This design comes from an exercise in tuning for small area on the open sky130 flow, not from production work. At most, simulation tests tie the RTL to the original design; equivalence was not proved. Function not checked in runs 2 to 4: the RTL went through the layout flow alone. Power is estimated from default activity; no workload was simulated.

### flow/design.v
`timescale 1ns / 1ps
module bcd_seg(
    input[3:0] num,
    output reg[7:0] seg_out
);
always @(*)
begin
    case(num)
        4'h0: seg_out=8'b1100_0000;
        4'h1: seg_out=8'b1111_1001;
        4'h2: seg_out=8'b1010_0100;
        4'h3: seg_out=8'b1011_0000;
        4'h4: seg_out=8'b1001_1001;
        4'h5: seg_out=8'b1001_0010;
        4'h6: seg_out=8'b1000_0010;
        4'h7: seg_out=8'b1111_1000;
        4'h8: seg_out=8'b1000_0000;
        4'h9: seg_out=8'b1001_0000;
        4'ha: seg_out=8'b1000_1000;
        4'hb: seg_out=8'b1000_0011;
        4'hc: seg_out=8'b1100_0110;
        4'hd: seg_out=8'b1010_0001;
        4'he: seg_out=8'b1000_0110;
        4'hf: seg_out=8'b1000_1110;
        default: seg_out = 8'b1111_1111;
    endcase
end
endmodule
module button_jitter(
    input clk,
    input rst,
    input but_in,
    output but_edge
);
localparam [16:0] P = 17'h12492;
reg r0, r1, o, e0, e1;
reg [16:0] s;
wire z = ~|s[15:0];
wire hit = z & ~s[16];
always @(posedge clk) begin
    if (rst) begin
        r0 <= 1'b0;
        r1 <= 1'b0;
        s <= P;
        o <= 1'b0;
        e0 <= 1'b0;
        e1 <= 1'b0;
    end else begin
        r0 <= but_in;
        r1 <= r0;
        s <= (r0 ^ r1) ? P : {s[15:0], s[16] ^ s[13] ^ z};
        if (hit) o <= r0;
        e0 <= o;
        e1 <= e0;
    end
end
assign but_edge = e0 & ~e1;
endmodule
module key_scanner(
    input clk,
    input rst,
    input [3:0] row,
    output reg [3:0] col,
    output [15:0] key_edge
);
localparam [16:0] P = 17'h12492;  
reg [5:0] kp;
reg first;
reg [15:0] d;     
reg [15:0] D;     
reg [15:0] pend;  
reg [16:0] s [0:15];
wire p1 = kp == 6'd1;
wire p3 = kp == 6'd3;
wire p20 = kp == 6'd20;
always @(*) begin
    if (kp >= 6'd1 && kp <= 6'd8) col = 4'b0111;
    else if (kp >= 6'd9 && kp <= 6'd16) col = 4'b1011;
    else if (kp >= 6'd17 && kp <= 6'd24) col = 4'b1101;
    else if (kp >= 6'd25 && kp <= 6'd32) col = 4'b1110;
    else col = 4'b1111;
end
wire [15:0] chg = d ^ D;
wire [15:0] rise = d & ~D;
reg [15:0] coin;
reg [15:0] raw_edge;
integer i;
always @(*) begin
    for (i = 0; i < 16; i = i + 1) begin
        coin[i] = s[i] == 17'd0;
        raw_edge[i] = (p3 & rise[i] & coin[i]) | (p20 & pend[i]);
    end
end
always @(posedge clk) begin
    if (rst) begin
        kp <= 6'd0;
        first <= 1'b1;
        d <= 16'd0;
        D <= 16'd0;
    end else begin
        kp <= (kp == 6'd40) ? 6'd0 : kp + 6'd1;
        if (p1) first <= 1'b0;
        if (kp == 6'd8) d[15:12] <= ~row;
        if (kp == 6'd16) d[11:8] <= ~row;
        if (kp == 6'd24) d[7:4] <= ~row;
        if (kp == 6'd32) d[3:0] <= ~row;
        if (p3) D <= d;
    end
end
always @(posedge clk) begin
    if (p3) pend <= rise & ~coin;
end
always @(posedge clk) begin
    for (i = 0; i < 16; i = i + 1) begin
        if ((p1 & first) | (p3 & chg[i]))
            s[i] <= P;
        else
            s[i] <= {s[i][15:0], s[i][16] ^ s[i][13] ^ ~|s[i][15:0]};
    end
end
assign key_edge[13] = raw_edge[15];
assign key_edge[12] = raw_edge[14];
assign key_edge[11] = raw_edge[13];
assign key_edge[10] = raw_edge[12];
assign key_edge[14] = raw_edge[11];
assign key_edge[9]  = raw_edge[10];
assign key_edge[6]  = raw_edge[9];
assign key_edge[3]  = raw_edge[8];
assign key_edge[0]  = raw_edge[7];
assign key_edge[8]  = raw_edge[6];
assign key_edge[5]  = raw_edge[5];
assign key_edge[2]  = raw_edge[4];
assign key_edge[15] = raw_edge[3];
assign key_edge[7]  = raw_edge[2];
assign key_edge[4]  = raw_edge[1];
assign key_edge[1]  = raw_edge[0];
endmodule
module music_table(
    input [8:0] s,
    output reg hit,
    output reg [4:0] lim
);
always @(*) begin
    hit = 1'b1;
    lim = 5'd7;
    case (s)
        9'h010: lim = 5'd26;
        9'h012: lim = 5'd17;
        9'h013: lim = 5'd19;
        9'h014: lim = 5'd17;
        9'h016: lim = 5'd14;
        9'h018: lim = 5'd12;
        9'h01c: lim = 5'd7;
        9'h020: lim = 5'd26;
        9'h022: lim = 5'd17;
        9'h023: lim = 5'd19;
        9'h024: lim = 5'd17;
        9'h026: lim = 5'd14;
        9'h028: lim = 5'd12;
        9'h02c: lim = 5'd7;
        9'h030: lim = 5'd26;
        9'h032: lim = 5'd17;
        9'h033: lim = 5'd19;
        9'h034: lim = 5'd17;
        9'h036: lim = 5'd14;
        9'h038: lim = 5'd12;
        9'h03c: lim = 5'd17;
        9'h03e: lim = 5'd11;
        9'h040: lim = 5'd10;
        9'h042: lim = 5'd17;
        9'h044: lim = 5'd11;
        9'h046: lim = 5'd19;
        9'h048: lim = 5'd12;
        9'h04c: lim = 5'd7;
        9'h050: lim = 5'd26;
        9'h052: lim = 5'd17;
        9'h053: lim = 5'd19;
        9'h054: lim = 5'd17;
        9'h056: lim = 5'd14;
        9'h058: lim = 5'd12;
        9'h05c: lim = 5'd7;
        9'h060: lim = 5'd26;
        9'h062: lim = 5'd17;
        9'h063: lim = 5'd19;
        9'h064: lim = 5'd17;
        9'h066: lim = 5'd14;
        9'h068: lim = 5'd12;
        9'h06c: lim = 5'd7;
        9'h070: lim = 5'd26;
        9'h072: lim = 5'd17;
        9'h073: lim = 5'd19;
        9'h074: lim = 5'd17;
        9'h076: lim = 5'd14;
        9'h078: lim = 5'd12;
        9'h080: lim = 5'd7;
        9'h08c: lim = 5'd26;
        9'h08e: lim = 5'd21;
        9'h090: lim = 5'd19;
        9'h094: lim = 5'd17;
        9'h098: lim = 5'd26;
        9'h09b: lim = 5'd7;
        9'h09c: lim = 5'd26;
        9'h09e: lim = 5'd21;
        9'h0a0: lim = 5'd19;
        9'h0a4: lim = 5'd17;
        9'h0a8: lim = 5'd26;
        9'h0ab: lim = 5'd7;
        9'h0ac: lim = 5'd26;
        9'h0ae: lim = 5'd21;
        9'h0b0: lim = 5'd19;
        9'h0b4: lim = 5'd17;
        9'h0b8: lim = 5'd14;
        9'h0ba: lim = 5'd17;
        9'h0bc: lim = 5'd19;
        9'h0be: lim = 5'd17;
        9'h0c0: lim = 5'd19;
        9'h0c2: lim = 5'd17;
        9'h0c4: lim = 5'd19;
        9'h0c6: lim = 5'd17;
        9'h0c8: lim = 5'd26;
        9'h0cb: lim = 5'd7;
        9'h0cc: lim = 5'd26;
        9'h0ce: lim = 5'd21;
        9'h0d0: lim = 5'd19;
        9'h0d4: lim = 5'd17;
        9'h0d8: lim = 5'd26;
        9'h0db: lim = 5'd7;
        9'h0dc: lim = 5'd26;
        9'h0de: lim = 5'd21;
        9'h0e0: lim = 5'd19;
        9'h0e4: lim = 5'd17;
        9'h0e8: lim = 5'd23;
        9'h0ec: lim = 5'd21;
        9'h0ee: lim = 5'd29;
        9'h0f0: lim = 5'd26;
        9'h0f8: lim = 5'd7;
        default: hit = 1'b0;
    endcase
end
endmodule
module top_module(
    input clk,
    input rst,
    input[23:0] sw,
    input[4:0] bt,
    input[3:0] row,
    output[3:0] col,
    output reg[7:0] seg_out,
    output reg[7:0] seg_en,
    output reg[23:0] led,
    output reg buzzer
);
wire [15:0] ke;
key_scanner ks(clk, rst, row, col, ke);
wire right_e, left_e, up_e, down_e;
button_jitter b0(clk, rst, bt[0], right_e);
button_jitter b1(clk, rst, bt[1], left_e);
button_jitter b2(clk, rst, bt[2], up_e);
button_jitter b4(clk, rst, bt[4], down_e);
reg [4:0] glo;
reg [5:0] ghi;
always @(posedge clk) begin
    if (rst) begin
        glo <= 5'd0;
        ghi <= 6'd0;
    end else begin
        glo <= glo + 5'd1;
        if (&glo) ghi <= (ghi == 6'd49) ? 6'd0 : ghi + 6'd1;
    end
end
wire seg_tick = glo == 5'd24;
wire ms_edge = glo[3:0] == 4'd9;
wire ms100_edge = (ghi == 6'd24) && (glo == 5'd25);
reg [2:0] view;
wire v0 = view == 3'd0;
wire v1 = view == 3'd1;
wire v2 = view == 3'd2;
wire v3 = view == 3'd3;
wire v4 = view == 3'd4;
reg [2:0] winner;
always @(posedge clk) begin
    if (rst || (v1 && ke[15]) || (v2 && ke[15]))
        view <= 3'd0;
    else if ((v0 && ke[15]) || (v3 && ke[12]) || (v4 && ke[13]))
        view <= 3'd1;
    else if (v1 && winner != 3'd0)
        view <= 3'd2;
    else if (v1 && ke[12])
        view <= 3'd3;
    else if (v1 && ke[13])
        view <= 3'd4;
end
reg [2:0] sst;           
reg schg;                
reg cursor;              
reg pc2, pc0;            
reg [3:0] qc;            
reg [3:0] at_t, at_o;    
reg [3:0] ws_t, ws_o;    
reg [3:0] ss, fs;        
wire [2:0] pc = {pc2, ~pc2, pc0};
reg dig_ok;              
reg [3:0] dig;
reg d19_ok;              
reg [3:0] dig19;
integer k;
always @(*) begin
    dig_ok = 1'b0;
    dig = 4'd0;
    for (k = 0; k < 10; k = k + 1)
        if (ke[9:0] == (10'd1 << k)) begin
            dig_ok = 1'b1;
            dig = k;
        end
    d19_ok = 1'b0;
    dig19 = 4'd0;
    for (k = 1; k < 10; k = k + 1)
        if (ke[9:1] == (9'd1 << (k - 1))) begin
            d19_ok = 1'b1;
            dig19 = k;
        end
end
wire any_dig = |ke[9:0];
wire at_max = at_t == 4'd9 && at_o == 4'd9;
wire at_min = at_t == 4'd0 && at_o <= 4'd1;
wire ws_max = ws_t == 4'd9 && ws_o == 4'd9;
wire ws_min = ws_t == 4'd0 && ws_o <= 4'd1;
always @(posedge clk) begin
    if (rst) begin
        sst <= 3'd0;
        schg <= 1'b0;
    end else if (v0) begin
        schg <= left_e | right_e;
        if (left_e)
            sst <= (sst == 3'd0) ? 3'd6 : sst - 3'd1;
        else if (right_e)
            sst <= (sst == 3'd6) ? 3'd0 : sst + 3'd1;
    end
end
always @(posedge clk) begin
    if (rst) begin
        pc2 <= 1'b0;
        pc0 <= 1'b0;
        qc <= 4'd5;
        at_t <= 4'd1;
        at_o <= 4'd0;
        ws_t <= 4'd0;
        ws_o <= 4'd3;
        ss <= 4'd1;
        fs <= 4'd1;
        cursor <= 1'b1;
    end else if (v0) begin
        if (schg) cursor <= 1'b1;
        case (sst)
            3'd1: begin
                if (up_e && !pc2) begin
                    pc2 <= pc0;
                    pc0 <= ~pc0;
                end else if (down_e && (pc2 || pc0)) begin
                    pc2 <= 1'b0;
                    pc0 <= pc2;
                end else begin
                    case (ke[4:2])
                        3'b100: begin pc2 <= 1'b1; pc0 <= 1'b0; end
                        3'b010: begin pc2 <= 1'b0; pc0 <= 1'b1; end
                        3'b001: begin pc2 <= 1'b0; pc0 <= 1'b0; end
                        default: ;
                    endcase
                end
            end
            3'd2: begin
                if (up_e && qc < 4'd9) qc <= qc + 4'd1;
                else if (down_e && qc > 4'd1) qc <= qc - 4'd1;
                else if (d19_ok) qc <= dig19;
            end
            3'd3: begin
                if (up_e && !at_max) begin
                    if (at_o == 4'd9) begin
                        at_o <= 4'd0;
                        at_t <= at_t + 4'd1;
                    end else
                        at_o <= at_o + 4'd1;
                end else if (down_e && !at_min) begin
                    if (at_o == 4'd0) begin
                        at_o <= 4'd9;
                        at_t <= at_t - 4'd1;
                    end else
                        at_o <= at_o - 4'd1;
                end else begin
                    if (dig_ok) begin
                        if (cursor) at_t <= dig;
                        else at_o <= dig;
                    end
                    if (any_dig) cursor <= ~cursor;
                end
            end
            3'd4: begin
                if (up_e && !ws_max) begin
                    if (ws_o == 4'd9) begin
                        ws_o <= 4'd0;
                        ws_t <= ws_t + 4'd1;
                    end else
                        ws_o <= ws_o + 4'd1;
                end else if (down_e && !ws_min) begin
                    if (ws_o == 4'd0) begin
                        ws_o <= 4'd9;
                        ws_t <= ws_t - 4'd1;
                    end else
                        ws_o <= ws_o - 4'd1;
                end else begin
                    if (dig_ok) begin
                        if (cursor) ws_t <= dig;
                        else ws_o <= dig;
                    end
                    if (any_dig) cursor <= ~cursor;
                end
            end
            3'd5: begin
                if (up_e && ss < 4'd9) ss <= ss + 4'd1;
                else if (down_e && ss > 4'd1) ss <= ss - 4'd1;
                else if (d19_ok) ss <= dig19;
            end
            3'd6: begin
                if (up_e && fs < 4'd9) fs <= fs + 4'd1;
                else if (down_e && fs > 4'd1) fs <= fs - 4'd1;
                else if (d19_ok) fs <= dig19;
            end
            default: ;
        endcase
    end
end
wire crst = rst || v0;
reg [3:0] pcnt;          
reg [1:0] cst;           
reg [2:0] sel;           
reg [3:0] sc_t [1:4];    
reg [3:0] sc_o [1:4];
reg [3:0] qres [0:8];    
reg [3:0] cms;           
reg clock_end;
reg [3:0] tr_t, tr_o;    
reg [9:0] tr_ms;         
wire c_ms_rise = cms == 4'd7;
wire [7:0] s1 = {sc_t[1], sc_o[1]};
wire [7:0] s2 = {sc_t[2], sc_o[2]};
wire [7:0] s3 = {sc_t[3], sc_o[3]};
wire [7:0] s4 = {sc_t[4], sc_o[4]};
wire [7:0] wsb = {ws_t, ws_o};
wire [2:0] best = (s1 >= s2 && s1 >= s3 && s1 >= s4) ? 3'd1 :
                  (s2 >= s3 && s2 >= s4) ? 3'd2 :
                  (s3 >= s4) ? 3'd3 : 3'd4;
reg [3:0] cur_t, cur_o;
always @(*) begin
    case (sel)
        3'd1: begin cur_t = sc_t[1]; cur_o = sc_o[1]; end
        3'd2: begin cur_t = sc_t[2]; cur_o = sc_o[2]; end
        3'd3: begin cur_t = sc_t[3]; cur_o = sc_o[3]; end
        default: begin cur_t = sc_t[4]; cur_o = sc_o[4]; end
    endcase
end
wire [4:0] add_o = cur_o + ss;
wire add_c = add_o >= 5'd10;
wire [3:0] up_t = cur_t + {3'd0, add_c};
wire [3:0] up_o = add_c ? add_o - 5'd10 : add_o[3:0];
wire sub_b = cur_o < fs;
wire sub_zero = cur_t == 4'd0 && sub_b;
wire [3:0] dn_t = sub_zero ? 4'd0 : cur_t - {3'd0, sub_b};
wire [3:0] dn_o = sub_zero ? 4'd0 : (sub_b ? cur_o + 4'd10 - fs : cur_o - fs);
wire [2:0] grade = {ke[10], ke[11], ke[0]};
wire g_ok = grade == 3'b100 || grade == 3'b010 || grade == 3'b001;
wire [1:0] gcode = grade == 3'b100 ? 2'd1 : grade == 3'b010 ? 2'd2 : 2'd3;
integer j;
always @(posedge clk) begin
    if (crst) begin
        pcnt <= 4'd0;
        cst <= 2'd0;
        sel <= 3'd0;
        winner <= 3'd0;
        for (j = 1; j <= 4; j = j + 1) begin
            sc_t[j] <= 4'd0;
            sc_o[j] <= 4'd0;
        end
        for (j = 0; j < 9; j = j + 1)
            qres[j] <= 4'd0;
    end else if (v1) begin
        case (cst)
            2'd0: begin
                if (ke[14]) begin
                    if (pcnt == qc)
                        winner <= best;
                    else if (s1 >= wsb)
                        winner <= 3'd1;
                    else if (s2 >= wsb)
                        winner <= 3'd2;
                    else if (s3 >= wsb)
                        winner <= 3'd3;
                    else if (s4 >= wsb)
                        winner <= 3'd4;
                    else begin
                        pcnt <= pcnt + 4'd1;
                        cst <= 2'd1;
                        sel <= 3'd0;
                    end
                end
            end
            2'd1: begin
                if (clock_end) begin
                    sel <= 3'd0;
                    cst <= 2'd2;
                end
                case (ke[4:1])
                    4'b1000: if (pc2) begin sel <= 3'd4; cst <= 2'd2; end
                    4'b0100: if (pc2 || pc0) begin sel <= 3'd3; cst <= 2'd2; end
                    4'b0010: begin sel <= 3'd2; cst <= 2'd2; end
                    4'b0001: begin sel <= 3'd1; cst <= 2'd2; end
                    default: ;
                endcase
            end
            2'd2: begin
                if (g_ok) begin
                    cst <= 2'd0;
                    if (sel >= 3'd1 && sel <= 3'd4) begin
                        qres[pcnt - 4'd1] <= {sel[1:0] - 2'd1, gcode};
                        if (grade == 3'b100) begin
                            sc_t[sel] <= up_t;
                            sc_o[sel] <= up_o;
                        end else if (grade == 3'b010) begin
                            sc_t[sel] <= dn_t;
                            sc_o[sel] <= dn_o;
                        end
                    end
                end
            end
            default: ;
        endcase
    end
end
always @(posedge clk) begin
    if (crst)
        cms <= 4'd0;
    else
        cms <= cms + 4'd1;
end
wire tr_zero = tr_t == 4'd0 && tr_o == 4'd0 && tr_ms == 10'd0;
wire tr_ten = tr_t == 4'd0 && tr_o == 4'd0 && tr_ms == 10'd10;
always @(posedge clk) begin
    if (crst) begin
        tr_t <= 4'd0;
        tr_o <= 4'd0;
        tr_ms <= 10'd0;
        clock_end <= 1'b0;
    end else if (c_ms_rise) begin
        if (!v1 || cst != 2'd1) begin
            tr_t <= 4'd0;
            tr_o <= 4'd0;
            tr_ms <= 10'd0;
            clock_end <= 1'b0;
        end else if (tr_zero) begin
            tr_t <= at_t;
            tr_o <= at_o;
            tr_ms <= 10'd0;
            clock_end <= 1'b0;
        end else if (tr_ten) begin
            clock_end <= 1'b1;
        end else begin
            if (tr_ms == 10'd0) begin
                tr_ms <= 10'd999;
                if (tr_o == 4'd0) begin
                    tr_o <= 4'd9;
                    tr_t <= tr_t - 4'd1;
                end else
                    tr_o <= tr_o - 4'd1;
            end else
                tr_ms <= tr_ms - 10'd1;
        end
    end
end
reg [1:0] lst;
reg setp;
always @(posedge clk) begin
    if (rst) begin
        setp <= 1'b0;
        lst <= 2'd0;
    end else begin
        if (setp) setp <= 1'b0;
        if (v1) begin
            if ((lst == 2'd0 && cst == 2'd1) || (lst == 2'd1 && cst == 2'd2))
                setp <= 1'b1;
            lst <= cst;
        end
    end
end
reg [8:0] acnt;
reg aplay;
always @(posedge clk) begin
    if (rst) begin
        acnt <= 9'd0;
        aplay <= 1'b0;
    end else if (setp) begin
        acnt <= 9'd0;
        aplay <= 1'b1;
    end else if (aplay && ms_edge) begin
        if (acnt == 9'd400) begin
            acnt <= 9'd0;
            aplay <= 1'b0;
        end else
            acnt <= acnt + 9'd1;
    end
end
reg [4:0] abc;
reg abon, abre, abz;
always @(posedge clk) begin
    if (rst) begin
        abc <= 5'd0;
        abon <= 1'b0;
        abre <= 1'b0;
        abz <= 1'b0;
    end else begin
        if (abc == (abon ? 5'd17 : 5'd7)) begin
            abc <= 5'd0;
            abre <= 1'b1;
            if (abon) abz <= ~abz;
        end else
            abc <= abc + 5'd1;
        if (abre) begin
            abre <= 1'b0;
            abon <= aplay;
        end
    end
end
reg mrst;
always @(posedge clk) mrst <= rst || !v2;
reg [2:0] wst;
reg [2:0] pos;
reg [3:0] mpass;
wire w_show = wst != 3'd0 && wst <= pc;
always @(posedge clk) begin
    if (rst || !v2) begin
        wst <= 3'd0;
        pos <= 3'd0;
        mpass <= 4'd0;
    end else begin
        if (wst == 3'd0) begin
            wst <= 3'd1;
            pos <= 3'd0;
        end else if (wst == pc && pos == 3'd5) begin
            wst <= 3'd7;
            pos <= 3'd0;
        end else if (pos == 3'd5) begin
            wst <= wst + 3'd1;
            pos <= 3'd0;
        end
        if (w_show) begin
            if (mpass == 4'd10) begin
                pos <= pos + 3'd1;
                mpass <= 4'd0;
            end else if (ms100_edge)
                mpass <= mpass + 4'd1;
        end
    end
end
reg [3:0] mq;
reg [7:0] mcnt;
reg [8:0] slices;
reg play_end;
always @(posedge clk) begin
    if (mrst) begin
        mq <= 4'd0;
        mcnt <= 8'd0;
        slices <= 9'd0;
        play_end <= 1'b0;
    end else begin
        mq <= mq + 4'd1;
        if (!play_end && mq == 4'd9) begin
            if (mcnt == 8'd200) begin
                mcnt <= 8'd0;
                if (slices == 9'h110)
                    play_end <= 1'b1;
                else
                    slices <= slices + 9'd1;
            end else
                mcnt <= mcnt + 8'd1;
        end
    end
end
wire mt_hit;
wire [4:0] mt_lim;
music_table mt(slices, mt_hit, mt_lim);
reg [4:0] mlim;          
always @(posedge clk) begin
    if (mrst || play_end)
        mlim <= 5'd7;
    else if (mt_hit)
        mlim <= mt_lim;
end
reg [4:0] mbc, mblim;
reg mbre, mbz;
always @(posedge clk) begin
    if (mrst) begin
        mbc <= 5'd0;
        mblim <= 5'd7;
        mbre <= 1'b0;
        mbz <= 1'b0;
    end else begin
        if (mbc == mblim) begin
            mbc <= 5'd0;
            mbre <= 1'b1;
            if (mblim != 5'd7) mbz <= ~mbz;
        end else
            mbc <= mbc + 5'd1;
        if (mbre) begin
            mbre <= 1'b0;
            mblim <= mlim;
        end
    end
end
reg [2:0] ist;
always @(posedge clk) begin
    if (rst || !v3)
        ist <= 3'd0;
    else begin
        if (ist == 3'd0) ist <= 3'd1;
        if (left_e)
            ist <= (ist == 3'd1) ? pc : ist - 3'd1;
        else if (right_e)
            ist <= (ist == pc) ? 3'd1 : ist + 3'd1;
    end
end
reg [3:0] qst;
always @(posedge clk) begin
    if (rst || !v4)
        qst <= 4'd0;
    else begin
        if (qst == 4'd0) qst <= 4'd1;
        if (left_e)
            qst <= (qst == 4'd1) ? pcnt : qst - 4'd1;
        else if (right_e)
            qst <= (qst == pcnt) ? 4'd1 : qst + 4'd1;
    end
end
reg [3:0] vp;
reg [7:0] seg;
reg [2:0] ltv;           
reg [2:0] pidx;
always @(*) begin
    case (view)
        3'd1: pidx = sel;
        3'd2: pidx = w_show ? wst : winner;
        default: pidx = ist;
    endcase
end
reg [3:0] sh_t, sh_o;
always @(*) begin
    case (pidx)
        3'd1: begin sh_t = sc_t[1]; sh_o = sc_o[1]; end
        3'd2: begin sh_t = sc_t[2]; sh_o = sc_o[2]; end
        3'd3: begin sh_t = sc_t[3]; sh_o = sc_o[3]; end
        3'd4: begin sh_t = sc_t[4]; sh_o = sc_o[4]; end
        default: begin sh_t = 4'd0; sh_o = 4'd0; end
    endcase
end
wire [3:0] qe = (qst >= 4'd1 && qst <= 4'd9) ? qres[qst - 4'd1] : 4'd0;
reg blank, sp_p, sp_q;
reg [3:0] nib;
wire [2:0] dp = vp[2:0];
always @(*) begin
    blank = 1'b1;
    sp_p = 1'b0;
    sp_q = 1'b0;
    nib = 4'd0;
    case (view)
        3'd0: begin
            case (dp)
                3'd0: begin blank = 1'b0; nib = 4'd5; end
                3'd1: begin blank = 1'b0; nib = {1'b0, sst}; end
                3'd6: begin
                    if (sst == 3'd3) begin blank = 1'b0; nib = at_t; end
                    else if (sst == 3'd4) begin blank = 1'b0; nib = ws_t; end
                end
                3'd7: begin
                    case (sst)
                        3'd1: begin blank = 1'b0; nib = {1'b0, pc}; end
                        3'd2: begin blank = 1'b0; nib = qc; end
                        3'd3: begin blank = 1'b0; nib = at_o; end
                        3'd4: begin blank = 1'b0; nib = ws_o; end
                        3'd5: begin blank = 1'b0; nib = ss; end
                        3'd6: begin blank = 1'b0; nib = fs; end
                        default: ;
                    endcase
                end
                default: ;
            endcase
        end
        3'd1: begin
            case (dp)
                3'd0: begin blank = 1'b0; nib = 4'd12; end
                3'd1: begin blank = 1'b0; nib = pcnt; end
                3'd2: begin blank = 1'b0; nib = {2'b10, cst} + 4'd2; end
                3'd4: begin
                    if (cst == 2'd0) begin
                        if (pcnt != 4'd0 && sel <= 3'd4) begin blank = 1'b0; nib = {1'b0, sel}; end
                    end else if (cst == 2'd2) begin
                        blank = 1'b0; nib = {1'b0, sel};
                    end
                end
                3'd6: begin
                    if (cst == 2'd0) begin
                        if (pcnt != 4'd0 && sel != 3'd0 && sel <= 3'd4) begin blank = 1'b0; nib = sh_t; end
                    end else if (cst == 2'd1) begin
                        blank = 1'b0; nib = tr_t;
                    end
                end
                3'd7: begin
                    if (cst == 2'd0) begin
                        if (pcnt != 4'd0 && sel != 3'd0 && sel <= 3'd4) begin blank = 1'b0; nib = sh_o; end
                    end else if (cst == 2'd1) begin
                        blank = 1'b0; nib = tr_o;
                    end
                end
                default: ;
            endcase
        end
        3'd2: begin
            if (w_show) begin
                if (pos <= 3'd4) begin
                    if (dp == pos) begin blank = 1'b0; nib = {1'b0, wst}; end
                    else if (dp == pos + 3'd2) begin blank = 1'b0; nib = sh_t; end
                    else if (dp == pos + 3'd3) begin blank = 1'b0; nib = sh_o; end
                end
            end else if (wst != 3'd0) begin
                if (dp == 3'd4) begin blank = 1'b0; nib = {1'b0, winner}; end
                else if (dp == 3'd6) begin blank = 1'b0; nib = sh_t; end
                else if (dp == 3'd7) begin blank = 1'b0; nib = sh_o; end
            end
        end
        3'd3: begin
            case (dp)
                3'd0: begin blank = 1'b0; nib = 4'd1; end
                3'd1: begin blank = 1'b0; sp_p = 1'b1; end
                3'd4: begin blank = 1'b0; nib = {1'b0, ist}; end
                3'd6: begin blank = 1'b0; nib = sh_t; end
                3'd7: begin blank = 1'b0; nib = sh_o; end
                default: ;
            endcase
        end
        3'd4: begin
            case (dp)
                3'd0: begin blank = 1'b0; nib = 4'd1; end
                3'd1: begin blank = 1'b0; sp_q = 1'b1; end
                3'd2: begin blank = 1'b0; nib = qst; end
                3'd4, 3'd5, 3'd6, 3'd7: begin
                    if (qe[1:0] != 2'd0 && dp == 3'd7 - {1'b0, qe[3:2]}) begin
                        blank = 1'b0;
                        nib = (qe[1:0] == 2'd1) ? 4'd10 : (qe[1:0] == 2'd2) ? 4'd11 : 4'd0;
                    end
                end
                default: ;
            endcase
        end
        default: ;
    endcase
end
wire [7:0] nib_seg;
bcd_seg dec(nib, nib_seg);
wire [7:0] digit = blank ? 8'hFF : sp_p ? 8'b1000_1100 : sp_q ? 8'b1001_1000 : nib_seg;
always @(posedge clk) begin
    if (rst) begin
        vp <= 4'd9;
        seg <= 8'hFF;
        ltv <= 3'd0;
    end else if (seg_tick) begin
        vp <= (vp >= 4'd8) ? 4'd0 : vp + 4'd1;
        seg <= (vp <= 4'd7) ? digit : 8'hFF;
        ltv <= view;
    end
end
always @(*) begin
    case (vp)
        4'd1: seg_en = 8'b0111_1111;
        4'd2: seg_en = 8'b1011_1111;
        4'd3: seg_en = 8'b1101_1111;
        4'd4: seg_en = 8'b1110_1111;
        4'd5: seg_en = 8'b1111_0111;
        4'd6: seg_en = 8'b1111_1011;
        4'd7: seg_en = 8'b1111_1101;
        4'd8: seg_en = 8'b1111_1110;
        default: seg_en = 8'b1111_1111;
    endcase
    seg_out = (view == ltv && view <= 3'd4) ? seg : 8'hFF;
    led = v2 ? {12'd0, 3'd0, slices} : 24'd0;
    buzzer = v1 ? abz : v2 ? mbz : 1'b0;
end
endmodule
### flow/run.sh
#!/bin/bash
# synth_recipe.tcl (not shown) runs the flow's synth.tcl, then flattens the netlist and writes it again
# the make line also repeats each setting of config.mk as NAME=value (left out here)
make -C /OpenROAD-flow-scripts/flow DESIGN_CONFIG=/design/flow/config.mk WORK_HOME=/design/flow/orfs CLKGATE_MAP_FILE= SYNTH_SCRIPT=/design/flow/synth_recipe.tcl finish
### flow/config.mk
export PLATFORM = sky130hd
export DESIGN_NAME = top_module
export DESIGN_NICKNAME = top_module
export VERILOG_FILES = /design/flow/design.v
export SDC_FILE = /design/flow/constraint.sdc
export NUM_CORES = 4
export LEC_CHECK = 0
export ABC_AREA = 1
export CAP_MARGIN = 20
export CORE_MARGIN = 2
export CORE_UTILIZATION = 60
export PLACE_DENSITY = 0.75
export SLEW_MARGIN = 20
### flow/constraint.sdc
create_clock -name core_clock -period 90.0 [get_ports {clk}]
set_input_delay 18.0000 -clock core_clock [delete_from_list [all_inputs] [get_ports {clk}]]
set_output_delay 18.0000 -clock core_clock [all_outputs]
set_load 0.01 [all_outputs]
==> summary.txt, run 1 <==
Synth
  • Synth Area per Inst: 7.764 um^2
  • Synthesis warning total: 6
  • Leading post-synthesis cells by cell area: dfxtp_1 (34%), edfxtp_1 (9.8%), inv_1 (8.2%)
  • Post-synthesis instance area: 34,470 um^2
  • Share of synthesized area occupied by flip-flops and latches: 0.4397
  • Most used DFF post-synth: dfxtp_1
  • Fraction of synthesized cell area taken by the top area cell type: 0.3421
  • Proportion of register bits with asynchronous set or reset after synthesis: 0
  • Most frequent cell after synthesis: inv_1
  • #FFs+latches synth: 701
  • Count of flip-flops with a built-in enable after synthesis: 112
  • Commonest cells post-synth: inv_1 (751), nand2_1 (614), nor2_1 (608), dfxtp_1 (589), a21oi_1 (256)
  • Post-Syn Instances: 4,439
  • Count of different cell masters after synthesis: 74
  • Cell accounting for the most synthesized area: dfxtp_1

Critical path
  • Capturing element of the worst setup path: col[1]
  • Depth of the worst register-to-register path: 20
  • Sort of element at the start of the critical path: flop
  • Data required time at the worst endpoint: 72.00 ns
  • Arr. time, crit path: 3.04 ns
  • Standard cell with the maximum stage delay on the critical path: nor3_1
  • Critical-path cell list: nand2_1 -> nor3_1 -> a41oi_1 -> or2_2 -> clkdlybuf4s50_1
  • Capture point of the worst reg-to-reg path: sc_t[4][2]
  • Critical path's largest stage delay: 0.80 ns
  • Source of the critical timing path: ks.kp[4]
  • Kind of capture point of the worst setup path: primary output
  • Reg-to-reg startpoint: sel[0]
  • CP max FO: 9
  • Worst setup slack for register-to-register paths: 83.79 ns
  • Setup Crit Path Kind: reg -> out

CTS
  • Post-cts repair resize count: 0
  • Clock root cell: clkbuf_16
  • Total number of H-tree levels: 3
  • Buffers inserted during post-CTS setup optimization: 0
  • Number of buffers on the longest clock path: 3
  • CTS tree: yes
  • Clock buffers created by TritonCTS: 72
  • Sink count of the clock tree: 701
  • Clock slew at the register clock pins of the worst setup and hold paths: 0.06 ns
  • Clock latency (worst-skew pair): 0.62 ns
  • Hold_buf cts: 0

Route
  • Wirelength, routed: 80,520 um
  • Drt wl/cell: 15.20 um
  • Total number of vias: 28,825
  • # DRC: 0
  • Vias/cell: 5.441
  • Length of the first detailed-routing pass in iterations: 6
  • Count of nets left with antenna violations after detail routing: 0
  • Detailed Route Iter0 Violations: 2,220

Flow run
  • MaxCap Viol Count: 0

Placement
  • Placed insts: 5,165
  • I/O Buffers: 38
  • RD Place Congestion: 0.9679
  • Pre-CTS setup slack: 69.35 ns
  • Half-perimeter wire length after placement: 57,600 um

Die
  • Core outline area: 56,600 um^2
  • Die ar.: 59,380 um^2
  • Width of the die: 243.7 um
  • Row cnt: 87
  • Chip Height: 243.7 um
  • Effective utilization at floorplan: 0.6089
  • I/O Pins: 80

Timing
  • Final Worst Setup Slack: 68.96 ns
  • Fmax: 0.04752 GHz
  • Min Hold Slack: 0.4147 ns
  • Worst-Margin Slew: 1.009 ns
  • Slew HR: 0.3228
  • Final clock skew: 0.02534 ns
  • RSZ-0062 raised after global routing: false
  • Hold violation total from the final report: 0
  • Post-route fraction of the period consumed by the critical path: 0.2338
  • Period minus WS final: 21.04 ns
  • Count of final setup violators: 0
  • Pins Over Slew Limit: 0
  • Sum of negative setup slack: 0 ns

Global routing
  • Number of global-route vias before repair: 27,053
  • First-pass GRT wire length: 132,200 um
  • Antenna violations before repair: 1
  • Pin count of the biggest net entering global routing: 78
  • Global-route congestion overflow total: 0
  • Aggregate global-route resource usage: 0.2687

Cells and area
  • Final-layout fill cell count: 4,778
  • Sequential Area: 15,150 um^2
  • P&R area growth vs syn: 10.16%
  • Number of antenna diodes: 0
  • Final-stage net count: 4,726
  • Proportion of layout cells with a drive suffix above 1: 0.06847
  • Filler-free cell count of the finished design: 5,298
  • Multi-input gate area: 15,850 um^2

Power and ir drop
  • Post-layout total power: 741.2 uW
  • Power density of the placed cells: 19.52 nW/um^2
  • Maximum VDD drop: 0.00002417 V
  • Static Leakage: 0.01729 uW

Run status
  • Run status: timing/DRC/antenna clean

Hold path
  • Class of the tightest hold or removal check: reg -> reg
-- worst min-delay path by stage --
stage	endpoint	from	slack [ns]	cells after the start
finish	ks.s[3][6]	ks.s[3][5]	0.41	2
detailed placement	ks.s[2][7]	ks.s[2][6]	0.41	2
CTS	ks.s[3][6]	ks.s[3][5]	0.41	2
floorplan	b0.s[7]	b0.s[6]	0.40	2
global placement	b4.s[10]	b4.s[9]	0.41	2
global route	ks.s[3][6]	ks.s[3][5]	0.43	2
-- worst max-delay path, delay by kind of cell, from the launching register on --
kind	cells	cell delay (ns)
flops	1	0.55
buf+inv	1	0.48
simple gates	3	1.27
compound gates	1	0.14
-- flip-flops by register name (all words and copies together), names as in the netlist, 6 cells and up, named ones only --
name / flops
acnt: 9
b0.s: 17
b1.s: 17
b2.s: 17
b4.s: 17
ghi: 6
ks.D: 16
ks.d: 16
ks.kp: 6
ks.pend: 16
ks.s: 272
mcnt: 8
qres: 64
sc_o: 16
sc_t: 16
seg: 7
seg_en: 8
slices: 9
tr_ms: 10
-- layer usage --
layer	global-route usage	routed length (um)	vias up
li1	-	-	14563
met1	0.3573	35490	13206
met2	0.4474	37210	886
met3	0.03756	5427	170
met4	0.09595	2396	0
met5	0	0	-
-- cells by family after synthesis --
logic type	synth area share
AO/OA/AOI/OAI	0.1318
XOR/XNOR	0.01982
adder cells (fa/ha/maj)	0.07638
buffers and inverters	0.1020
flip-flops	0.4397
multiplexers	0.0006897
other	0.0002179
AND/OR/NAND/NOR	0.2293
-- cells in the final DEF, fill, tap and decap left out, types with 25 or more instances in the layout --
master and instances:
a211oi_1 32, a21oi_1 256, a31oi_1 28, buf_4 25, clkbuf_16 75, clkdlybuf4s50_1 37
dfxtp_1 589, edfxtp_1 112, ha_1 204, inv_1 750, inv_2 32, nand2_1 614
nand3_1 222, nand4_1 86, nor2_1 607, nor3_1 90, nor4_1 41, o211ai_1 31
o21a_1 30, o21ai_0 219, o21ai_1 32, o22ai_1 39, or2_2 56, xor2_1 53
-- power by group --
group          switching, uW  leakage [uW]  internal [uW]
combinational           37.1        0.0100           24.0
sequential              15.2       0.00607            359
clock                    126       0.00121            179
-- final cells by class --
| cell class | instances | area share |
|---|---|---|
| Multi-Input combinational cell | 2850 | 0.4176 |
| Clock buffer | 101 | 0.05520 |
| Tap cell | 756 | 0.02491 |
| Inverter | 795 | 0.07879 |
| Clock inverter | 32 | 0.009557 |
| Timing Repair Buffer | 63 | 0.01483 |
| Sequential cell | 701 | 0.3991 |
-- per-stage QoR --
stage | area [um^2] | utilization
2_1_floorplan | 34520 | -
3_3_place_gp | 35510 | 0.6273
3_5_place_dp | 35510 | 0.6273
4_1_cts | 37960 | 0.6707
5_1_grt | 37970 | 0.6708
6_report | 37970 | 0.6708
==> run 2: changes to the inputs <==
--- a/flow/design.v
+++ b/flow/design.v
@@ -437,3 +437,3 @@
 reg [3:0] sc_o [1:4];
-reg [3:0] qres [0:8];    
+reg [3:0] qres [1:9];    
 reg [3:0] cms;           
@@ -482,4 +482,2 @@
         end
-        for (j = 0; j < 9; j = j + 1)
-            qres[j] <= 4'd0;
     end else if (v1) begin
@@ -522,3 +520,2 @@
                     if (sel >= 3'd1 && sel <= 3'd4) begin
-                        qres[pcnt - 4'd1] <= {sel[1:0] - 2'd1, gcode};
                         if (grade == 3'b100) begin
@@ -537,2 +534,10 @@
 end
+wire q_we = v1 && cst == 2'd2 && g_ok && sel != 3'd0 && sel <= 3'd4;
+always @(posedge clk) begin
+    for (j = 1; j <= 9; j = j + 1)
+        if (crst)
+            qres[j] <= 4'd0;
+        else if (q_we && pcnt == j)
+            qres[j] <= {sel[1:0] - 2'd1, gcode};
+end
 always @(posedge clk) begin
@@ -761,3 +766,17 @@
 end
-wire [3:0] qe = (qst >= 4'd1 && qst <= 4'd9) ? qres[qst - 4'd1] : 4'd0;
+reg [3:0] qe;
+always @(*) begin
+    case (qst)
+        4'd1: qe = qres[1];
+        4'd2: qe = qres[2];
+        4'd3: qe = qres[3];
+        4'd4: qe = qres[4];
+        4'd5: qe = qres[5];
+        4'd6: qe = qres[6];
+        4'd7: qe = qres[7];
+        4'd8: qe = qres[8];
+        4'd9: qe = qres[9];
+        default: qe = 4'd0;
+    endcase
+end
 reg blank, sp_p, sp_q;
==> run 2 against run 1 <==
  * Critical endpoint unchanged
  * Utilization is 0.41 points higher
  * Power is 1.4% lower
  * Highest routed layer unchanged
  * Routed wire length is 4.3% lower
  * Die area is 4.4% lower
  * Critical path depth stayed put
  * Clock skew is 0.0053 ns higher
  * Still clean
  * Sequential power is 4% lower
  * Clock-buffer cell count is 6 lower
  * Global-route usage is 0.23 points higher
  * Synthesized area is 4.4% lower
==> summary.txt, run 2 <==
Cells and area
  • Design area: 36,460 um^2 (was 37,970 um^2)
  • Proportion of layout cells with a drive suffix above 1: 0.06545 (was 0.06847)
  • Filler-free cell count of the finished design: 5,142 (was 5,298)
  • Largest registers: ks.s (272), qres (36) (was ks.s (272), qres (64))
  • Most frequent cells in the layout: inv_1 (765), dfxtp_1 (625), nor2_1 (583) (was inv_1 (750), nand2_1 (614), nor2_1 (607))
  • Most frequent standard cell in the layout excluding fill and tap cells: inv_1 (unchanged)
  • Number of antenna diodes: 0 (unchanged)
  • Largest register FFs: 272 (unchanged)
  • Final-stage net count: 4,636 (was 4,726)
  • Most flops, register: ks.s (unchanged)
  • P&R area growth vs syn: 10.71% (was 10.16%)
  • Final-layout fill cell count: 4,559 (was 4,778)

CTS
  • Clock slew at the register clock pins of the worst setup and hold paths: 0.06 ns (about the same)
  • Sink count of the clock tree: 673 (was 701)
  • Post-cts repair resize count: 0 (unchanged)
  • Total number of H-tree levels: 3 (unchanged)
  • CTS tree: yes (unchanged)
  • Hold_buf cts: 0 (unchanged)
  • Clock latency (worst-skew pair): 0.62 ns (about the same)
  • Number of buffers on the longest clock path: 3 (unchanged)
  • Clock root cell: clkbuf_16 (unchanged)
  • Buffers inserted during post-CTS setup optimization: 0 (unchanged)
  • Clock buffers created by TritonCTS: 70 (was 72)

Power and ir drop
  • Power density of the placed cells: 20.04 nW/um^2 (was 19.52 nW/um^2)
  • Post-layout total power: 730.8 uW (was 741.2 uW)
  • Static Leakage: 0.01674 uW (was 0.01729 uW)
  • Maximum VDD drop: 0.00002545 V (was 0.00002417 V)

Global routing
  • Antenna violations before repair: 0 (was 1)
  • First-pass GRT wire length: 127,800 um (was 132,200 um)
  • Pin count of the biggest net entering global routing: 81 (was 78)
  • Number of global-route vias before repair: 26,476 (was 27,053)
  • Aggregate global-route resource usage: 0.2710 (was 0.2687)
  • Global-route congestion overflow total: 0 (unchanged)

Critical path
  • CP max FO: 9 (unchanged)
  • Kind of capture point of the worst setup path: primary output (unchanged)
  • Setup Crit Path Kind: reg -> out (unchanged)
  • Sort of element at the start of the critical path: flop (unchanged)
  • Arr. time, crit path: 3.08 ns (was 3.04 ns)
  • Data required time at the worst endpoint: 72.00 ns (about the same)

Route
  • Vias/cell: 5.455 (was 5.441)
  • Length of the first detailed-routing pass in iterations: 6 (unchanged)
  • Count of nets left with antenna violations after detail routing: 0 (unchanged)
  • Wirelength, routed: 77,080 um (was 80,520 um)
  • # DRC: 0 (unchanged)
  • Drt wl/cell: 14.99 um (was 15.20 um)
  • Total number of vias: 28,051 (was 28,825)
  • Detailed Route Iter0 Violations: 1,953 (was 2,220)

Die
  • Row cnt: 85 (was 87)
  • Core outline area: 54,030 um^2 (was 56,600 um^2)
  • Chip Height: 238.3 um (was 243.7 um)
  • I/O Pins: 80 (unchanged)
  • Width of the die: 238.3 um (was 243.7 um)
  • Die ar.: 56,780 um^2 (was 59,380 um^2)
  • Effective utilization at floorplan: 0.6096 (was 0.6089)

Timing
  • Fmax: 0.04744 GHz (was 0.04752 GHz)
  • Count of final setup violators: 0 (unchanged)
  • Period minus WS final: 21.08 ns (was 21.04 ns)
  • Post-route fraction of the period consumed by the critical path: 0.2342 (was 0.2338)
  • Hold violation total from the final report: 0 (unchanged)
  • Final clock skew: 0.03062 ns (was 0.02534 ns)
  • Min Hold Slack: 0.4194 ns (was 0.4147 ns)
  • RSZ-0062 raised after global routing: false (unchanged)
  • Sum of negative setup slack: 0 ns (unchanged)
  • Slew HR: 0.3056 (was 0.3228)
  • Pins Over Slew Limit: 0 (unchanged)
  • Worst-Margin Slew: 1.034 ns (was 1.009 ns)

Synth
  • Cell accounting for the most synthesized area: dfxtp_1 (unchanged)
  • Count of flip-flops with a built-in enable after synthesis: 48 (was 112)
  • Synthesis warning total: 7 (was 6)
  • #FFs+latches synth: 673 (was 701)
  • Share of synthesized area occupied by flip-flops and latches: 0.4237 (was 0.4397)
  • Fraction of synthesized cell area taken by the top area cell type: 0.3799 (was 0.3421)
  • Commonest cells post-synth: inv_1 (765), dfxtp_1 (625), nor2_1 (584), nand2_1 (554), a21oi_1 (287) (was inv_1 (751), nand2_1 (614), nor2_1 (608), dfxtp_1 (589), a21oi_1 (256))
  • Count of different cell masters after synthesis: 69 (was 74)
  • Proportion of register bits with asynchronous set or reset after synthesis: 0 (unchanged)
  • Post-synthesis instance area: 32,930 um^2 (was 34,470 um^2)
  • Post-Syn Instances: 4,344 (was 4,439)
  • Synth Area per Inst: 7.582 um^2 (was 7.764 um^2)
  • Leading post-synthesis cells by cell area: dfxtp_1 (38%), inv_1 (8.7%), ha_1 (7.8%) (was dfxtp_1 (34%), edfxtp_1 (9.8%), inv_1 (8.2%))
  • Most used DFF post-synth: dfxtp_1 (unchanged)
  • Most frequent cell after synthesis: inv_1 (unchanged)

Placement
  • I/O Buffers: 38 (unchanged)
  • Placed insts: 5,017 (was 5,165)
  • Cell area reported after detailed placement: 33,940 um^2 (was 35,510 um^2)
  • Half-perimeter wire length after placement: 55,380 um (was 57,600 um)
  • RD Place Congestion: 0.9693 (was 0.9679)

Hold path
  • Class of the tightest hold or removal check: reg -> reg (unchanged)

Flow run
  • MaxCap Viol Count: 0 (unchanged)

Run status
  • Run status: timing/DRC/antenna clean (unchanged)
[run 2: changes by cell type after synthesis, moves of 9 or more]
cell,previous run,this run
edfxtp_1,112,48
nand2_1,614,554
nand3_1,222,173
dfxtp_1,589,625
o21ai_0,219,253
a21oi_1,256,287
nor2_1,608,584
inv_1,751,765
nor3_1,90,80
clkbuf_1,69,60
[run 2: area by class of cell]
class | count | area, um^2 | area share
clock inverters | 30 | 499.2 | 0.01369
multi-input cells | 2785 | 15570 | 0.4272
repair buffers | 59 | 533.0 | 0.01462
inverters | 804 | 3020 | 0.08284
clock buffers | 95 | 2008 | 0.05508
well taps | 696 | 870.8 | 0.02388
flip-flops and latches | 673 | 13950 | 0.3827
[run 2: layer usage]
| metal | track usage | vias to the layer above | part of all wire |
|---|---|---|---|
| met5 | 0 | - | 0 |
| met3 | 0.04280 | 184 | 0.056 |
| li1 | - | 14237 | - |
| met1 | 0.3532 | 12877 | 0.45 |
| met4 | 0.1009 | 0 | 0.031 |
| met2 | 0.4544 | 753 | 0.47 |
[run 2: worst max-delay path: stages (launching register included)]
cell and delay (ns):
dfxtp_1 0.58, nand2_1 0.12, nor3_1 0.85, a41oi_1 0.11, or2_2 0.33, clkdlybuf4s50_1 0.48
[run 2: where the power goes]
| group | leakage (uW) | internal (uW) | switching, uW | total [uW] |
|---|---|---|---|---|
| combinational | 0.00980 | 23.9 | 36.7 | 60.6 |
| clock | 0.00123 | 190 | 122 | 312 |
| sequential | 0.00571 | 343 | 15.5 | 358 |
[run 2: stage by stage]
| stage | worst slack, ns | util |
|---|---|---|
| finish | 68.92 | 0.6748 |
| CTS | 68.84 | 0.6746 |
| global placement | 69.27 | 0.6281 |
| global route | 68.66 | 0.6748 |
| floorplan | 70.06 | - |
| detailed placement | 69.24 | 0.6282 |
[run 2: worst paths after layout]
kind	cells past startpoint	endpoint	slack, ns	start
worst max-delay path	5	col[1]	68.92	ks.kp[4]
worst min-delay path	2	b1.s[1]	0.42	b1.s[0]
worst max register to register	21	sc_t[2][3]	83.87	sel[0]
worst min register to register	2	b1.s[1]	0.42	b1.s[0]
[run 2: kinds of logic after synthesis]
logic type,count (synthesis),synth area share
AOI/OAI and AO/OA,837,0.1481
other,2,0.0002280
adders and majority gates,208,0.07993
buffers and inverters,900,0.1057
xor gates and xnor gates,73,0.01941
DFF,673,0.4237
and+or+nand+nor,1651,0.2230
==> run 3: changes to the inputs <==
--- a/flow/config.mk
+++ b/flow/config.mk
@@ -10,4 +10,6 @@
 export CORE_MARGIN = 2
-export CORE_UTILIZATION = 60
-export PLACE_DENSITY = 0.75
+export CORE_UTILIZATION = 75
+export CTS_BUF_LIST = sky130_fd_sc_hd__clkbuf_8
+export CTS_CLUSTER_SIZE = 20
+export PLACE_DENSITY = 0.85
 export SLEW_MARGIN = 20
==> run 3 against run 2 <==
  * Via count increased by 4.8%
  * Still clean
  * Register-to-register slack lost 0.05 ns
  * First-iteration DRC count is 36% higher
  * Global-route usage is 7.9 points higher
  * Synthesized area unchanged
  * Power down 4.5%
  * Final area down 0.96%
==> summary.txt, run 3 <==
Critical path
  • Data required time at the worst endpoint: 72.00 ns (about the same)
  • Sort of element at the start of the critical path: flop (unchanged)
  • Kind of capture point of the worst setup path: primary output (unchanged)
  • Worst setup slack for register-to-register paths: 83.82 ns (was 83.87 ns)
  • Setup Crit Path Kind: reg -> out (unchanged)
  • CP max FO: 9 (unchanged)
  • Arr. time, crit path: 3.24 ns (was 3.08 ns)

Die
  • Core outline area: 43,170 um^2 (was 54,030 um^2)
  • Row cnt: 76 (was 85)
  • Die ar.: 45,600 um^2 (was 56,780 um^2)
  • Effective utilization at floorplan: 0.7629 (was 0.6096)
  • Chip Height: 213.6 um (was 238.3 um)
  • I/O Pins: 80 (unchanged)
  • Width of the die: 213.6 um (was 238.3 um)

Cells and area
  • Most frequent standard cell in the layout excluding fill and tap cells: inv_1 (unchanged)
  • Most frequent cells in the layout: inv_1 (792), dfxtp_1 (625), nor2_1 (583) (was inv_1 (765), dfxtp_1 (625), nor2_1 (583))
  • Largest registers: ks.s (272), qres (36) (unchanged)
  • Largest register FFs: 272 (unchanged)
  • Final-stage net count: 4,669 (was 4,636)
  • P&R area growth vs syn: 9.646% (was 10.71%)
  • Most flops, register: ks.s (unchanged)
  • Final-layout fill cell count: 2,804 (was 4,559)
  • Proportion of layout cells with a drive suffix above 1: 0.07452 (was 0.06545)
  • Number of antenna diodes: 0 (unchanged)
  • Design area: 36,110 um^2 (was 36,460 um^2)

Synth
  • Cell accounting for the most synthesized area: dfxtp_1 (unchanged)
  • Xor and xnor area share after synthesis: 0.01941 (unchanged)
  • Share of synthesized area occupied by flip-flops and latches: 0.4237 (unchanged)
  • Proportion of synthesized area in mux cells: 0 (unchanged)
  • Fraction of the mapped netlist area in simple logic gates: 0.2230 (unchanged)
  • Largest family of logic cells by synthesized area: simple AND/OR/NAND/NOR gates (unchanged)
  • Count of different cell masters after synthesis: 69 (unchanged)
  • Most frequent cell after synthesis: inv_1 (unchanged)
  • #FFs+latches synth: 673 (unchanged)
  • Synth Area in Compound Gates: 0.1481 (unchanged)
  • Leading post-synthesis cells by cell area: dfxtp_1 (38%), inv_1 (8.7%), ha_1 (7.8%) (unchanged)
  • Fraction of synthesized cell area taken by the top area cell type: 0.3799 (unchanged)
  • Commonest cells post-synth: inv_1 (765), dfxtp_1 (625), nor2_1 (584), nand2_1 (554), a21oi_1 (287) (unchanged)
  • Post-Syn Instances: 4,344 (unchanged)
  • Adder-Cell Fraction of Synth Area: 0.07993 (unchanged)
  • Count of flip-flops with a built-in enable after synthesis: 48 (unchanged)
  • Synth Area per Inst: 7.582 um^2 (unchanged)
  • Post-synthesis instance area: 32,930 um^2 (unchanged)
  • Most used DFF post-synth: dfxtp_1 (unchanged)
  • Synthesis warning total: 7 (unchanged)
  • Proportion of register bits with asynchronous set or reset after synthesis: 0 (unchanged)

Route
  • Detailed Route Iter0 Violations: 2,657 (was 1,953)
  • Vias/cell: 5.769 (was 5.455)
  • Total number of vias: 29,387 (was 28,051)
  • Drt wl/cell: 15.73 um (was 14.99 um)
  • Count of nets left with antenna violations after detail routing: 0 (unchanged)
  • Length of the first detailed-routing pass in iterations: 8 (was 6)
  • Wirelength, routed: 80,150 um (was 77,080 um)
  • # DRC: 0 (unchanged)

Global routing
  • Global-route congestion overflow total: 0 (unchanged)
  • First-pass GRT wire length: 131,300 um (was 127,800 um)
  • Aggregate global-route resource usage: 0.3498 (was 0.2710)
  • Antenna violations before repair: 0 (unchanged)
  • Number of global-route vias before repair: 27,994 (was 26,476)
  • Pin count of the biggest net entering global routing: 81 (unchanged)

Timing
  • Min Hold Slack: 0.4082 ns (was 0.4194 ns)
  • Sum of negative setup slack: 0 ns (unchanged)
  • Fmax: 0.04707 GHz (was 0.04744 GHz)
  • Worst-Margin Slew: 1.077 ns (was 1.034 ns)
  • Pins Over Slew Limit: 0 (unchanged)
  • Slew HR: 0.2771 (was 0.3056)
  • Final clock skew: 0.02905 ns (was 0.03062 ns)
  • Hold violation total from the final report: 0 (unchanged)
  • Count of final setup violators: 0 (unchanged)
  • RSZ-0062 raised after global routing: false (unchanged)
  • Period minus WS final: 21.24 ns (was 21.08 ns)
  • Post-route fraction of the period consumed by the critical path: 0.2360 (was 0.2342)

CTS
  • CTS tree: yes (unchanged)
  • Sink count of the clock tree: 673 (unchanged)
  • Number of buffers on the longest clock path: 3 (unchanged)
  • Clock slew at the register clock pins of the worst setup and hold paths: 0.06 ns (about the same)
  • Clock root cell: clkbuf_8 (was clkbuf_16)
  • Hold_buf cts: 0 (unchanged)
  • Clock buffers created by TritonCTS: 103 (was 70)
  • Post-cts repair resize count: 0 (unchanged)
  • Buffers inserted during post-CTS setup optimization: 0 (unchanged)
  • Clock latency (worst-skew pair): 0.71 ns (was 0.62 ns)
  • Total number of H-tree levels: 3 (unchanged)

Placement
  • RD Place Congestion: 0.9674 (was 0.9693)
  • Cell area reported after detailed placement: 33,800 um^2 (was 33,940 um^2)
  • Half-perimeter wire length after placement: 55,340 um (was 55,380 um)
  • I/O Buffers: 38 (unchanged)

Run status
  • Run status: timing/DRC/antenna clean (unchanged)

Power and ir drop
  • Static Leakage: 0.01679 uW (was 0.01674 uW)
  • Power density of the placed cells: 19.32 nW/um^2 (was 20.04 nW/um^2)
  • Post-layout total power: 697.5 uW (was 730.8 uW)
  • Maximum VDD drop: 0.00002325 V (was 0.00002545 V)

Flow run
  • MaxCap Viol Count: 0 (unchanged)

Hold path
  • Class of the tightest hold or removal check: reg -> reg (unchanged)
## run 3: changes by cell type in the layout (fill, tap and decap cells not counted), sizes merged
cell / previous run / this run
bufinv: 11 / 7
clkbuf: 95 / 133
clkinv: 23 / 25
clkinvlp: 2 / 3
inv: 798 / 824
## run 3: cell families (layout without fill, tap and decap cells)
kind of cell               Yosys count  in the layout
and+or+nand+nor                   1651           1651
buffers and inverters              900           1051
AOI/OAI and AO/OA                  837            837
DFF                                673            673
adders and majority gates          208            208
xor gates and xnor gates            73             73
other                                2             16
## run 3: per-layer routing
metal / vias to the layer above / global-route usage / wire (um)
met2: 1141 / 0.6026 / 38600
met4: 0 / 0.1616 / 2936
met3: 232 / 0.05844 / 5555
met5: - / 0 / 0
met1: 13683 / 0.4298 / 33060
li1: 14331 / - / -
## run 3: critical path: stages (launching register included)
cell and delay (ns):
dfxtp_1 0.56, nand2_1 0.14, nor3_1 0.87, a41oi_1 0.14, or2_2 0.35, clkdlybuf4s50_1 0.48
## run 3: through the flow
step | setup WS [ns] | util | std cells
finish | 68.76 | 0.8365 | 5094
CTS | 68.74 | 0.8365 | 5094
detailed placement | 69.29 | 0.7830 | 4906
global route | 68.55 | 0.8365 | 5094
floorplan | 70.06 | - | 4358
global placement | 69.30 | 0.7830 | 4906
## run 3: area by class of cell
class	count	area (um^2)	area share
repair buffers	59	533.0	0.01476
flip-flops and latches	673	13950	0.3864
clock inverters	55	478.0	0.01324
well taps	585	732.0	0.02027
multi-input cells	2785	15560	0.4310
clock buffers	133	1831	0.05069
inverters	804	3020	0.08364
## run 3: final timing paths
check | startpoint | endpoint | cells after the start
min reg2reg | ks.s[11][11] | ks.s[11][12] | 2
max reg2reg | sel[0] | sc_t[1][3] | 21
max | ks.kp[4] | col[1] | 5
min | ks.s[11][11] | ks.s[11][12] | 2
## run 3: power by group
part | switching (uW) | leakage, uW | internal (uW)
Combinational | 38.8 | 0.00979 | 23.9
Sequential | 16.6 | 0.00571 | 343
Clock | 121 | 0.00129 | 154
Total | 176 | 0.0168 | 521
==> run 4: changes to the inputs <==
--- a/flow/design.v
+++ b/flow/design.v
@@ -67,3 +67,3 @@
 reg [5:0] kp;
-reg first;
+reg f0;           
 reg [15:0] d;     
@@ -71,6 +71,9 @@
 reg [15:0] pend;  
+reg [7:0] c01;    
+reg [16:0] g;
 reg [16:0] s [0:15];
-wire p1 = kp == 6'd1;
 wire p3 = kp == 6'd3;
 wire p20 = kp == 6'd20;
+wire win0 = kp >= 6'd2 && kp <= 6'd18;    
+wire win = kp >= 6'd4 && kp <= 6'd20;     
 always @(*) begin
@@ -84,4 +87,6 @@
 wire [15:0] rise = d & ~D;
+wire [15:0] changed = {c01, chg[7:0]};
 reg [15:0] coin;
 reg [15:0] raw_edge;
+reg [15:0] zl;
 integer i;
@@ -89,3 +94,4 @@
     for (i = 0; i < 16; i = i + 1) begin
-        coin[i] = s[i] == 17'd0;
+        zl[i] = ~|s[i][15:0];
+        coin[i] = zl[i] & ~s[i][16];
         raw_edge[i] = (p3 & rise[i] & coin[i]) | (p20 & pend[i]);
@@ -96,3 +102,3 @@
         kp <= 6'd0;
-        first <= 1'b1;
+        f0 <= 1'b1;
         d <= 16'd0;
@@ -101,8 +107,7 @@
         kp <= (kp == 6'd40) ? 6'd0 : kp + 6'd1;
-        if (p1) first <= 1'b0;
-        if (kp == 6'd8) d[15:12] <= ~row;
-        if (kp == 6'd16) d[11:8] <= ~row;
-        if (kp == 6'd24) d[7:4] <= ~row;
-        if (kp == 6'd32) d[3:0] <= ~row;
-        if (p3) D <= d;
+        if (kp == 6'd40) f0 <= 1'b0;
+        if (kp == 6'd8) begin d[15:12] <= ~row; D[15:12] <= d[15:12]; end
+        if (kp == 6'd16) begin d[11:8] <= ~row; D[11:8] <= d[11:8]; end
+        if (kp == 6'd24) begin d[7:4] <= ~row; D[7:4] <= d[7:4]; end
+        if (kp == 6'd32) begin d[3:0] <= ~row; D[3:0] <= d[3:0]; end
     end
@@ -110,11 +115,17 @@
 always @(posedge clk) begin
-    if (p3) pend <= rise & ~coin;
+    if (p3) begin
+        pend <= rise & ~coin;
+        c01 <= chg[15:8];
+    end
 end
+wire gfb = g[16] ^ g[13] ^ ~|g[15:0];
 always @(posedge clk) begin
-    for (i = 0; i < 16; i = i + 1) begin
-        if ((p1 & first) | (p3 & chg[i]))
-            s[i] <= P;
-        else
-            s[i] <= {s[i][15:0], s[i][16] ^ s[i][13] ^ ~|s[i][15:0]};
-    end
+    if ((f0 && kp == 6'd1) || (!f0 && p3))
+        g <= P;
+    else
+        g <= {g[15:0], gfb};
+end
+always @(posedge clk) begin
+    for (i = 0; i < 16; i = i + 1)
+        s[i] <= {s[i][15:0], ((f0 && win0) || (!f0 && win && changed[i])) ? gfb : s[i][16] ^ s[i][13] ^ zl[i]};
 end
--- a/flow/config.mk
+++ b/flow/config.mk
@@ -10,6 +10,6 @@
 export CORE_MARGIN = 2
-export CORE_UTILIZATION = 75
-export CTS_BUF_LIST = sky130_fd_sc_hd__clkbuf_8
-export CTS_CLUSTER_SIZE = 20
-export PLACE_DENSITY = 0.85
+export CORE_UTILIZATION = 65
+export CTS_CLUSTER_DIAMETER = 100
+export CTS_CLUSTER_SIZE = 30
+export PLACE_DENSITY = 0.75
 export SLEW_MARGIN = 20
==> run 4 against run 3 <==
  * Critical endpoint unchanged
  * Critical path depth did not move
  * Routed wire length fell by 9.2%
  * Still clean
  * Flip-flop and latch count rose by 25
  * Setup slack improved by 0.12 ns
  * Power fell by 12%
  * Global-route usage fell by 6.6 points
  * Utilization fell by 14 points
  * Via count fell by 10%
  * Sequential share of layout area rose by 4.0 points
==> summary.txt, run 4 <==
Critical path
  • Critical path's largest stage delay: 0.79 ns (was 0.87 ns)
  • Capture point of the worst reg-to-reg path: sc_t[4][2] (was sc_t[1][3])
  • Sort of element at the start of the critical path: flop (unchanged)
  • CP max FO: 10 (was 9)
  • Data required time at the worst endpoint: 72.00 ns (about the same)
  • Kind of capture point of the worst setup path: primary output (unchanged)
  • Standard cell with the maximum stage delay on the critical path: nor3_1 (unchanged)
  • Setup Crit Path Kind: reg -> out (unchanged)
  • Critical-path cell list: nand2_1 -> nor3_1 -> o21ai_0 -> or2_2 -> clkdlybuf4s50_1 (was nand2_1 -> nor3_1 -> a41oi_1 -> or2_2 -> clkdlybuf4s50_1)
  • Arr. time, crit path: 3.12 ns (was 3.24 ns)

Synth
  • Most frequent cell after synthesis: dfxtp_1 (was inv_1)
  • #FFs+latches synth: 698 (was 673)
  • Adder-Cell Fraction of Synth Area: 0.08217 (was 0.07993)
  • Cell accounting for the most synthesized area: dfxtp_1 (unchanged)
  • Proportion of synthesized area in mux cells: 0 (unchanged)
  • Largest family of logic cells by synthesized area: simple AND/OR/NAND/NOR gates (unchanged)
  • Post-Syn Instances: 4,078 (was 4,344)
  • Fraction of the mapped netlist area in simple logic gates: 0.2114 (was 0.2230)
  • Synth Area per Inst: 7.894 um^2 (was 7.582 um^2)
  • Proportion of register bits with asynchronous set or reset after synthesis: 0 (unchanged)
  • Count of different cell masters after synthesis: 71 (was 69)
  • Synthesis warning total: 7 (unchanged)
  • Share of synthesized area occupied by flip-flops and latches: 0.4515 (was 0.4237)

Run status
  • Run status: timing/DRC/antenna clean (unchanged)

Route
  • Wirelength, routed: 72,810 um (was 80,150 um)
  • Detailed Route Iter0 Violations: 2,001 (was 2,657)
  • Length of the first detailed-routing pass in iterations: 6 (was 8)

Cells and area
  • P&R area growth vs syn: 5.842% (was 9.646%)
  • Largest registers: ks.s (272), qres (36) (unchanged)
  • Most flops, register: ks.s (unchanged)
  • Sequential Area: 14,530 um^2 (was 13,950 um^2)
  • Largest register FFs: 272 (unchanged)
  • Most frequent cells in the layout: dfxtp_1 (642), inv_1 (592), nand2_1 (566) (was inv_1 (792), dfxtp_1 (625), nor2_1 (583))
  • Filler-free cell count of the finished design: 4,773 (was 5,094)
  • Proportion of layout cells with a drive suffix above 1: 0.04601 (was 0.07452)

CTS
  • Hold_buf cts: 0 (unchanged)
  • Sink count of the clock tree: 698 (was 673)
  • CTS tree: yes (unchanged)
  • Clock root cell: clkbuf_16 (was clkbuf_8)
  • Buffers inserted during post-CTS setup optimization: 0 (unchanged)
  • Total number of H-tree levels: 1 (was 3)
  • Number of buffers on the longest clock path: 3 (unchanged)
  • Clock latency (worst-skew pair): 0.64 ns (was 0.71 ns)
  • Clock buffers created by TritonCTS: 29 (was 103)

Timing
  • Pins Over Slew Limit: 0 (unchanged)
  • Post-route fraction of the period consumed by the critical path: 0.2347 (was 0.2360)
  • Worst-Margin Slew: 1.043 ns (was 1.077 ns)
  • Min Hold Slack: 0.3282 ns (was 0.4082 ns)
  • Count of final setup violators: 0 (unchanged)
  • Period minus WS final: 21.12 ns (was 21.24 ns)
  • Fmax: 0.04735 GHz (was 0.04707 GHz)
  • Final Worst Setup Slack: 68.88 ns (was 68.76 ns)
  • Final clock skew: 0.03900 ns (was 0.02905 ns)

Power and ir drop
  • Power density of the placed cells: 18.00 nW/um^2 (was 19.32 nW/um^2)

Hold path
  • End point of the most critical hold path: ks.s[0][13] (was ks.s[11][12])
  • Class of the tightest hold or removal check: reg -> reg (unchanged)
  • Hold path depth: 0 (was 2)
  • Start point of the worst hold path: ks.s[0][12] (was ks.s[11][11])

Placement
  • Pre-CTS setup slack: 69.48 ns (was 69.29 ns)
  • RD Place Congestion: 1.001 (was 0.9674)
  • Placed insts: 4,725 (was 4,906)
  • Half-perimeter wire length after placement: 53,550 um (was 55,340 um)
  • I/O Buffers: 38 (unchanged)
  • Cell area reported after detailed placement: 33,180 um^2 (was 33,800 um^2)

Die
  • Die ar.: 51,320 um^2 (was 45,600 um^2)
  • Core outline area: 48,950 um^2 (was 43,170 um^2)
  • Width of the die: 226.5 um (was 213.6 um)
  • I/O Pins: 80 (unchanged)

Global routing
  • Pin count of the biggest net entering global routing: 64 (was 81)
  • Antenna violations before repair: 1 (was 0)

Flow run
  • MaxCap Viol Count: 0 (unchanged)
-- run 4: cell types whose count changed after synthesis, moves of 14 or more --
cell,change
dfxtp_1,+17
a311oi_1,+14
nor2_1,-41
inv_1,-172
o21ai_1,-18
nand4_1,-36
-- run 4: layer usage --
| metal | vias to the layer above | GRT usage | wire length, um |
|---|---|---|---|
| met2 | 787 | 0.4372 | 30600 |
| met1 | 12011 | 0.4142 | 35010 |
| met5 | - | 0 | 0 |
| li1 | 13436 | - | - |
| met4 | 0 | 0.09402 | 2482 |
| met3 | 167 | 0.03278 | 4715 |
-- run 4: kinds of logic after synthesis --
kind of cell / after synthesis
and+or+nand+nor: 1569
xor gates and xnor gates: 74
buffers and inverters: 711
DFF: 698
other: 2
AOI/OAI and AO/OA: 815
adders and majority gates: 209
-- run 4: how the worst max path moves through the flow --
stage,startpoint,endpoint,slack [ns],cells after the start
after floorplan,view[0],seg_out[0],70.09,6
after global placement,rst,sc_o[4][1],69.52,9
after detailed placement,rst,sc_o[1][2],69.48,9
after CTS,ks.kp[3],col[1],68.89,5
after global routing,ks.kp[3],col[1],68.68,5
final,ks.kp[3],col[1],68.88,5
-- run 4: worst reg2reg max path, cell delays in order, from the launching register on --
cell and delay, ns:
dfxtp_1 0.74, clkinv_1 0.58, ha_1 0.39, nand2_1 0.22, inv_1 0.14, nor3_1 0.27, inv_1 0.29, o2111ai_1 0.16
o21a_1 0.21, ha_1 0.19, inv_1 0.05, fa_1 0.40, xnor2_1 0.21, inv_1 0.08, ha_1 0.19, inv_1 0.08
a21oi_1 0.05, o221ai_1 0.40, ha_1 0.26, ha_1 0.16, xnor2_1 0.06, o21ai_0 0.48, nor2_1 0.12
-- run 4: layout make-up --
class                           instances  share of cell area
Clock buffer                           40             0.02280
Tap cell                              664             0.02438
Multi-Input combinational cell       2683              0.4395
Clock inverter                          7            0.003415
Timing Repair Buffer                   52             0.01410
Sequential cell                       698              0.4266
Inverter                              628             0.06919
Antenna cell                            1          0.00007345
-- run 4: metrics by stage --
stage / total power, uW / util
finish: 613.2 / 0.6960
floorplan: 441.1 / -
CTS: 617.3 / 0.6960
global placement: 455.1 / 0.6777
global route: 641.7 / 0.6960
detailed placement: 457.6 / 0.6777
-- run 4: power breakdown --
part           switching [uW]  internal (uW)  total, uW
Combinational            19.3           16.7       36.1
Sequential               33.9            381        415
Clock                    98.4           63.6        162

==> separate check: timing with driven ports <==
In the flow no input, the clock included, has a driving cell. The finished layouts below were timed again as built, in two steps.
Step 1, drivers: a clkbuf_16 drives clk and a buf_2 each remaining input, both assumed.
Step 2 also shifts input and output timing later by t, the mid clock arrival at the registers, as if the neighbouring blocks saw the same clock.
Slacks: no drivers / after step 1 / after step 2; pairs: no drivers / after step 1.
| run | t, ns | setup slack, ns | clock arrival spread, ns | worst slew at a driven data input, ns |
|---|---|---|---|---|
| run 1 | 0.676 | 68.956 / 68.891 / 69.279 | 0.026 / 0.027 | 0.06 |
| run 2 | 0.670 | 68.923 / 68.861 / 69.144 | 0.031 / 0.030 | 0.04 |
| run 3 | 0.749 | 68.756 / 68.700 / 69.169 | 0.030 / 0.030 | 0.04 |
| run 4 | 0.691 | 68.879 / 68.814 / 69.423 | 0.041 / 0.040 | 0.05 |
After both steps every run listed still meets setup and hold.
